What follows belongs to an exercise in optimizing a design on an open flow for small area; a production flow would make more cautious choices. Only simulation tests tie the RTL to the original design; equivalence was not proved. Power is estimated from default activity; no workload was simulated.

build 60:
## case2mod_new
module case2mod_new
  (input  clk,
   input  reset,
   input  clk_enable,
   input  AP,
   input  VP,
   input  [15:0] SArest,
   input  [15:0] AVforw,
   input  PAC_en,
   input  PVC_en,
   output ce_out,
   output NA1Out,
   output NA2Out,
   output NA3Out,
   output NA4Out,
   output NA5Out,
   output NA6Out,
   output NA7Out);
==> flow/config.mk <==
export PLATFORM = sky130hd
export DESIGN_NAME = case2mod_new
export DESIGN_NICKNAME = case2mod_new
export VERILOG_FILES = /design/flow/design.v
export SDC_FILE = /design/flow/constraint.sdc
export NUM_CORES = 4
export LEC_CHECK = 0
export CAP_MARGIN = 20
export CORE_MARGIN = 2
export CORE_UTILIZATION = 40
export SLEW_MARGIN = 20
==> flow/constraint.sdc <==
create_clock -name core_clock -period 10.0 [get_ports {clk}]
set_input_delay 2.0000 -clock core_clock [delete_from_list [all_inputs] [get_ports {clk}]]
set_output_delay 2.0000 -clock core_clock [all_outputs]
set_load 0.01 [all_outputs]
standard.sh (not shown) runs the stock make flow with config.mk's settings and CLKGATE_MAP_FILE= SYNTH_SCRIPT=/design/flow/synth_recipe.tcl, a recipe that flattens the netlist after the stock synthesis.
==> flow/flow/run.sh <==
#!/bin/bash
# Own layout flow: the standard flow (standard.sh), with three changes:
#  1. after the standard synthesis, its combinational logic is mapped again
#     by ABC for area (flow/remap.abc); the flip-flops are kept as they are
#     (same instances, names and cells), and the new netlist is proved
#     equivalent to the standard one before it is used (else the standard
#     netlist is kept);
#  2. clock tree synthesis uses clkbuf_8 sink clusters and no dummy loads;
#  3. ports are buffered with buf_1 (every port still gets its own buffer).
# Each tool's output goes to a log file of its own in this folder.
set -euo pipefail
W=$(pwd)
K=$W/flow
R=$W/orfs/results/${FLOW_PLATFORM}/case2mod_new/base
LIB=$FLOW_HOME/platforms/${FLOW_PLATFORM}/lib/sky130_fd_sc_hd__tt_025C_1v80.lib
YOSYS=$(command -v yosys || echo "$FLOW_HOME/../tools/install/yosys/bin/yosys")

export CTS_ARGS="-sink_clustering_enable -repair_clock_nets -dont_use_dummy_load -buf_list {sky130_fd_sc_hd__clkbuf_4 sky130_fd_sc_hd__clkbuf_8} -sink_clustering_size 12 -sink_clustering_max_diameter 60"
export BUFFER_PORTS_ARGS="-buffer_cell sky130_fd_sc_hd__buf_1"

bash standard.sh synth > standard_synth.log 2>&1
cp "$R/1_2_yosys.v" "$W/std_netlist.v"

SEQ=$(tr '\n' ' ' < "$K/seq.txt")
DU=$(sed 's/^/-dont_use /' "$K/dont_use.txt" | tr '\n' ' ')
TOP=${FLOW_TOP}

# The remap is run with four ABC random seeds in parallel; the smallest
# result that is proved equivalent is used.
for S in 0 1 2 3; do
  sed "s/-S 0/-S $S/" "$K/remap.abc" > "$W/remap_$S.abc"
  cat > "$W/remap_$S.ys" <<EOS
read_liberty -ignore_miss_func $LIB
blackbox $SEQ
read_verilog $W/std_netlist.v
hierarchy -check -top $TOP
flatten
opt_clean
abc -liberty $LIB -script $W/remap_$S.abc $DU
opt_clean -purge
hilomap -singleton -hicell sky130_fd_sc_hd__conb_1 HI -locell sky130_fd_sc_hd__conb_1 LO
splitnets
opt_clean -purge
insbuf -buf sky130_fd_sc_hd__buf_4 A X
opt_clean -purge
stat -liberty $LIB
select -assert-none t:\$_*
write_verilog -noattr -nohex -nodec $W/remapped_$S.v
EOS
  (timeout 1200 "$YOSYS" -s "$W/remap_$S.ys" > "$W/remap_$S.log" 2>&1 || rm -f "$W/remapped_$S.v") &
done
wait
: > "$W/remap_areas.txt"
for S in 0 1 2 3; do
  if [[ -f "$W/remapped_$S.v" ]]; then
    area=$(grep "Chip area" "$W/remap_$S.log" | tail -1 | awk '{print $NF}')
    echo "$area $S" >> "$W/remap_areas.txt"
  fi
done
sort -g "$W/remap_areas.txt" -o "$W/remap_areas.txt"

# Equivalence of the two netlists: both read with the flip-flops as black
# boxes, every flip-flop instance turned into ports named after it (so the
# proof pairs flip-flops by instance name), then a SAT proof of the miter.
for x in gold gate; do
  if [[ $x == gold ]]; then f=$W/std_netlist.v; else f=$W/remapped.v; fi
  cat > "$W/eq_$x.ys" <<EOS
read_liberty -ignore_miss_func $LIB
blackbox $SEQ
read_verilog $f
hierarchy -check -top $TOP
flatten
delete t:\$scopeinfo
expose -evert -sep __ t:sky130_fd_sc_hd__*
opt_clean -purge
rename $TOP $x
write_verilog -noattr $W/eq_$x.v
EOS
done
cat > "$W/eq_miter.ys" <<EOS
read_liberty -ignore_miss_func $LIB
read_verilog $W/eq_gold.v $W/eq_gate.v
flatten
miter -equiv -flatten -make_assert gold gate miter
hierarchy -top miter
sat -verify -prove-asserts miter
EOS

use_remap=0
while read -r area S; do
  cp "$W/remapped_$S.v" "$W/remapped.v"
  if timeout 600 "$YOSYS" -s "$W/eq_gold.ys" > "$W/eq_gold.log" 2>&1 &&
     timeout 600 "$YOSYS" -s "$W/eq_gate.ys" > "$W/eq_gate.log" 2>&1 &&
     timeout 1200 "$YOSYS" -s "$W/eq_miter.ys" > "$W/eq_miter.log" 2>&1; then
    use_remap=1
    echo "seed=$S area=$area" > "$W/remap_choice.txt"
    break
  fi
done < "$W/remap_areas.txt"
echo "use_remap=$use_remap" > "$W/remap_result.txt"
if [[ $use_remap == 1 ]]; then
  cp "$W/remapped.v" "$R/1_2_yosys.v"
  rm -f "$R/1_synth.odb" "$R/1_synth.sdc"
fi

bash standard.sh > standard.log 2>&1
==> flow/flow/remap.abc <==
strash
&get -n
&deepsyn -T 60 -S 0
&put
dch -f
amap -F 5 -A 5
topo
Other scripts of this flow, unchanged in this note and not shown: flow/flow/dont_use.txt, flow/flow/seq.txt
Input-level comparison between build 49 and build 60:
-- flow/flow/run.sh --
<<< build 60, line 17

export CTS_ARGS="-sink_clustering_enable -repair_clock_nets -dont_use_dummy_load -buf_list {sky130_fd_sc_hd__clkbuf_4 sky130_fd_sc_hd__clkbuf_8} -sink_clustering_size 12 -sink_clustering_max_diameter 60"
export BUFFER_PORTS_ARGS="-buffer_cell sky130_fd_sc_hd__buf_1"
>>> build 49, line 17

export CTS_ARGS="-sink_clustering_enable -repair_clock_nets -dont_use_dummy_load -buf_list sky130_fd_sc_hd__clkbuf_8 -sink_clustering_size 24 -sink_clustering_max_diameter 60"
export BUFFER_PORTS_ARGS="-buffer_cell sky130_fd_sc_hd__buf_1"
<<< build 60, line 27

# The remap is run with four ABC random seeds in parallel; the smallest
# result that is proved equivalent is used.
for S in 0 1 2 3; do
  sed "s/-S 0/-S $S/" "$K/remap.abc" > "$W/remap_$S.abc"
  cat > "$W/remap_$S.ys" <<EOS
read_liberty -ignore_miss_func $LIB
>>> build 49, line 27

cat > "$W/remap.ys" <<EOS
read_liberty -ignore_miss_func $LIB
<<< build 60, line 38
opt_clean
abc -liberty $LIB -script $W/remap_$S.abc $DU
opt_clean -purge
>>> build 49, line 34
opt_clean
abc -liberty $LIB -script $K/remap.abc $DU
opt_clean -purge
<<< build 60, line 47
select -assert-none t:\$_*
write_verilog -noattr -nohex -nodec $W/remapped_$S.v
EOS
  (timeout 1200 "$YOSYS" -s "$W/remap_$S.ys" > "$W/remap_$S.log" 2>&1 || rm -f "$W/remapped_$S.v") &
done
wait
: > "$W/remap_areas.txt"
for S in 0 1 2 3; do
  if [[ -f "$W/remapped_$S.v" ]]; then
    area=$(grep "Chip area" "$W/remap_$S.log" | tail -1 | awk '{print $NF}')
    echo "$area $S" >> "$W/remap_areas.txt"
  fi
done
sort -g "$W/remap_areas.txt" -o "$W/remap_areas.txt"

>>> build 49, line 43
select -assert-none t:\$_*
write_verilog -noattr -nohex -nodec $W/remapped.v
EOS

<<< build 60, line 89
use_remap=0
while read -r area S; do
  cp "$W/remapped_$S.v" "$W/remapped.v"
  if timeout 600 "$YOSYS" -s "$W/eq_gold.ys" > "$W/eq_gold.log" 2>&1 &&
>>> build 49, line 74
use_remap=0
if timeout 1200 "$YOSYS" -s "$W/remap.ys" > "$W/remap.log" 2>&1; then
  if timeout 600 "$YOSYS" -s "$W/eq_gold.ys" > "$W/eq_gold.log" 2>&1 &&
<<< build 60, line 95
    use_remap=1
    echo "seed=$S area=$area" > "$W/remap_choice.txt"
    break
  fi
done < "$W/remap_areas.txt"
echo "use_remap=$use_remap" > "$W/remap_result.txt"
>>> build 49, line 79
    use_remap=1
  fi
fi
echo "use_remap=$use_remap" > "$W/remap_result.txt"
==> flow/flow/remap.abc <==
strash
&get -n
&deepsyn -T 60
&put
dch -f
amap -F 5 -A 5
topo
==> comparison <==
- Build 49 ends up with lower layout overhead on the synthesized area than build 60 does.
- Utilization across build 49 and build 60: no real change.
- Design area of build 49 is on par with build 60.
- Comparing build 49 against build 60, there is no change at all in final sum of negative setup slack.
- Relative to build 60, the number of ordinary inverters in the final layout measured on build 49 has increased by a little under 10%.
Input changes introduced in build 27 (baseline for comparison: build 49):
-- flow/flow/run.sh --
<<< build 49, line 17

export CTS_ARGS="-sink_clustering_enable -repair_clock_nets -dont_use_dummy_load -buf_list sky130_fd_sc_hd__clkbuf_8 -sink_clustering_size 24 -sink_clustering_max_diameter 60"
export BUFFER_PORTS_ARGS="-buffer_cell sky130_fd_sc_hd__buf_1"
>>> build 27, line 17

export CTS_ARGS="-sink_clustering_enable -repair_clock_nets -dont_use_dummy_load -buf_list sky130_fd_sc_hd__clkbuf_8 -sink_clustering_size 16 -sink_clustering_max_diameter 80"
export BUFFER_PORTS_ARGS="-buffer_cell sky130_fd_sc_hd__buf_1"
### Flow results
- Changes observed in build 27 relative to build 49: first-pass GRT wire length shows an increase of about 1.2%; power roughly the same.
- Build 27 vs build 49: worst setup slack for register-to-register paths down in build 27
- Area of all placed cells without fillers (build 27 over build 49): decrease, 0.87%
- The power per cell area in build 27 sits about 0.6% above the value recorded for build 49.
#### Input delta (build 80 over build 27)
-- flow/flow/run.sh --
<<< build 27, line 17

export CTS_ARGS="-sink_clustering_enable -repair_clock_nets -dont_use_dummy_load -buf_list sky130_fd_sc_hd__clkbuf_8 -sink_clustering_size 16 -sink_clustering_max_diameter 80"
export BUFFER_PORTS_ARGS="-buffer_cell sky130_fd_sc_hd__buf_1"
>>> build 80, line 17

export CTS_ARGS="-sink_clustering_enable -repair_clock_nets -dont_use_dummy_load -buf_list sky130_fd_sc_hd__clkbuf_4 -sink_clustering_size 10 -sink_clustering_max_diameter 50"
export BUFFER_PORTS_ARGS="-buffer_cell sky130_fd_sc_hd__buf_1"
<<< build 27, line 27

cat > "$W/remap.ys" <<EOS
read_liberty -ignore_miss_func $LIB
>>> build 80, line 27

# The remap is run with four ABC random seeds in parallel; the smallest
# result that is proved equivalent is used.
for S in 0 1 2 3; do
  sed "s/-S 0/-S $S/" "$K/remap.abc" > "$W/remap_$S.abc"
  cat > "$W/remap_$S.ys" <<EOS
read_liberty -ignore_miss_func $LIB
<<< build 27, line 34
opt_clean
abc -liberty $LIB -script $K/remap.abc $DU
opt_clean -purge
>>> build 80, line 38
opt_clean
abc -liberty $LIB -script $W/remap_$S.abc $DU
opt_clean -purge
<<< build 27, line 43
select -assert-none t:\$_*
write_verilog -noattr -nohex -nodec $W/remapped.v
EOS

>>> build 80, line 47
select -assert-none t:\$_*
write_verilog -noattr -nohex -nodec $W/remapped_$S.v
EOS
  (timeout 1200 "$YOSYS" -s "$W/remap_$S.ys" > "$W/remap_$S.log" 2>&1 || rm -f "$W/remapped_$S.v") &
done
wait
: > "$W/remap_areas.txt"
for S in 0 1 2 3; do
  if [[ -f "$W/remapped_$S.v" ]]; then
    area=$(grep "Chip area" "$W/remap_$S.log" | tail -1 | awk '{print $NF}')
    echo "$area $S" >> "$W/remap_areas.txt"
  fi
done
sort -g "$W/remap_areas.txt" -o "$W/remap_areas.txt"

<<< build 27, line 74
use_remap=0
if timeout 1200 "$YOSYS" -s "$W/remap.ys" > "$W/remap.log" 2>&1; then
  if timeout 600 "$YOSYS" -s "$W/eq_gold.ys" > "$W/eq_gold.log" 2>&1 &&
>>> build 80, line 89
use_remap=0
while read -r area S; do
  cp "$W/remapped_$S.v" "$W/remapped.v"
  if timeout 600 "$YOSYS" -s "$W/eq_gold.ys" > "$W/eq_gold.log" 2>&1 &&
<<< build 27, line 79
    use_remap=1
  fi
fi
echo "use_remap=$use_remap" > "$W/remap_result.txt"
>>> build 80, line 95
    use_remap=1
    echo "seed=$S area=$area" > "$W/remap_choice.txt"
    break
  fi
done < "$W/remap_areas.txt"
echo "use_remap=$use_remap" > "$W/remap_result.txt"
==> flow/flow/remap.abc <==
strash
&get -n
&deepsyn -T 60 -S 0
&put
dch -f
amap -F 5 -A 5
topo
Build 80 vs. build 27: worst hold slack went down by 0.0031 ns. Summary of build 80 over build 27: achievable clock frequency -about 0.8%, estimated wirelength of the detail-placed design ~0 delta, largest driver fanout on the critical path +2, wire length the detailed router placed on met1 -1.0%. Die area: build 27 vs build 80, no meaningful difference. The maximum level of the CTS H-tree in build 80 was higher than what build 27 gave.

[afterwards: timing with drivers on the ports]
How much do the figures lean on ideal ports? The routed layouts below were timed once more, with nothing changed but the port constraints. Step 1 assumes that a clkbuf_16 drives the clock port and a buf_2 every other input. Step 2 also shifts input and output timing later by t, the mid clock arrival at the registers, as if the neighbouring blocks saw the same clock. a / b / c = ideal ports / drivers / drivers and shift; a / b = the first two.
run | t (ns) | slack for setup (ns) | worst hold slack (ns) | clock arrival spread, ns | worst register clock-pin slew, ns
build 60 | 0.606 | 4.091 / 4.115 / 3.509 | 0.430 / 0.430 / 0.430 | 0.095 / 0.096 | 0.09 / 0.09
build 49 | 0.617 | 4.132 / 4.144 / 3.528 | 0.429 / 0.429 / 0.429 | 0.067 / 0.067 | 0.11 / 0.11
build 27 | 0.632 | 4.292 / 4.315 / 3.683 | 0.439 / 0.439 / 0.439 | 0.036 / 0.036 | 0.11 / 0.11
build 80 | 0.784 | 4.245 / 4.268 / 3.484 | 0.436 / 0.436 / 0.436 | 0.058 / 0.058 | 0.12 / 0.12
After both steps setup and hold are still met in every run listed. For build 80, which loses most, drivers alone change the setup slack by +0.023 ns; drivers and shift together by -0.761 ns.
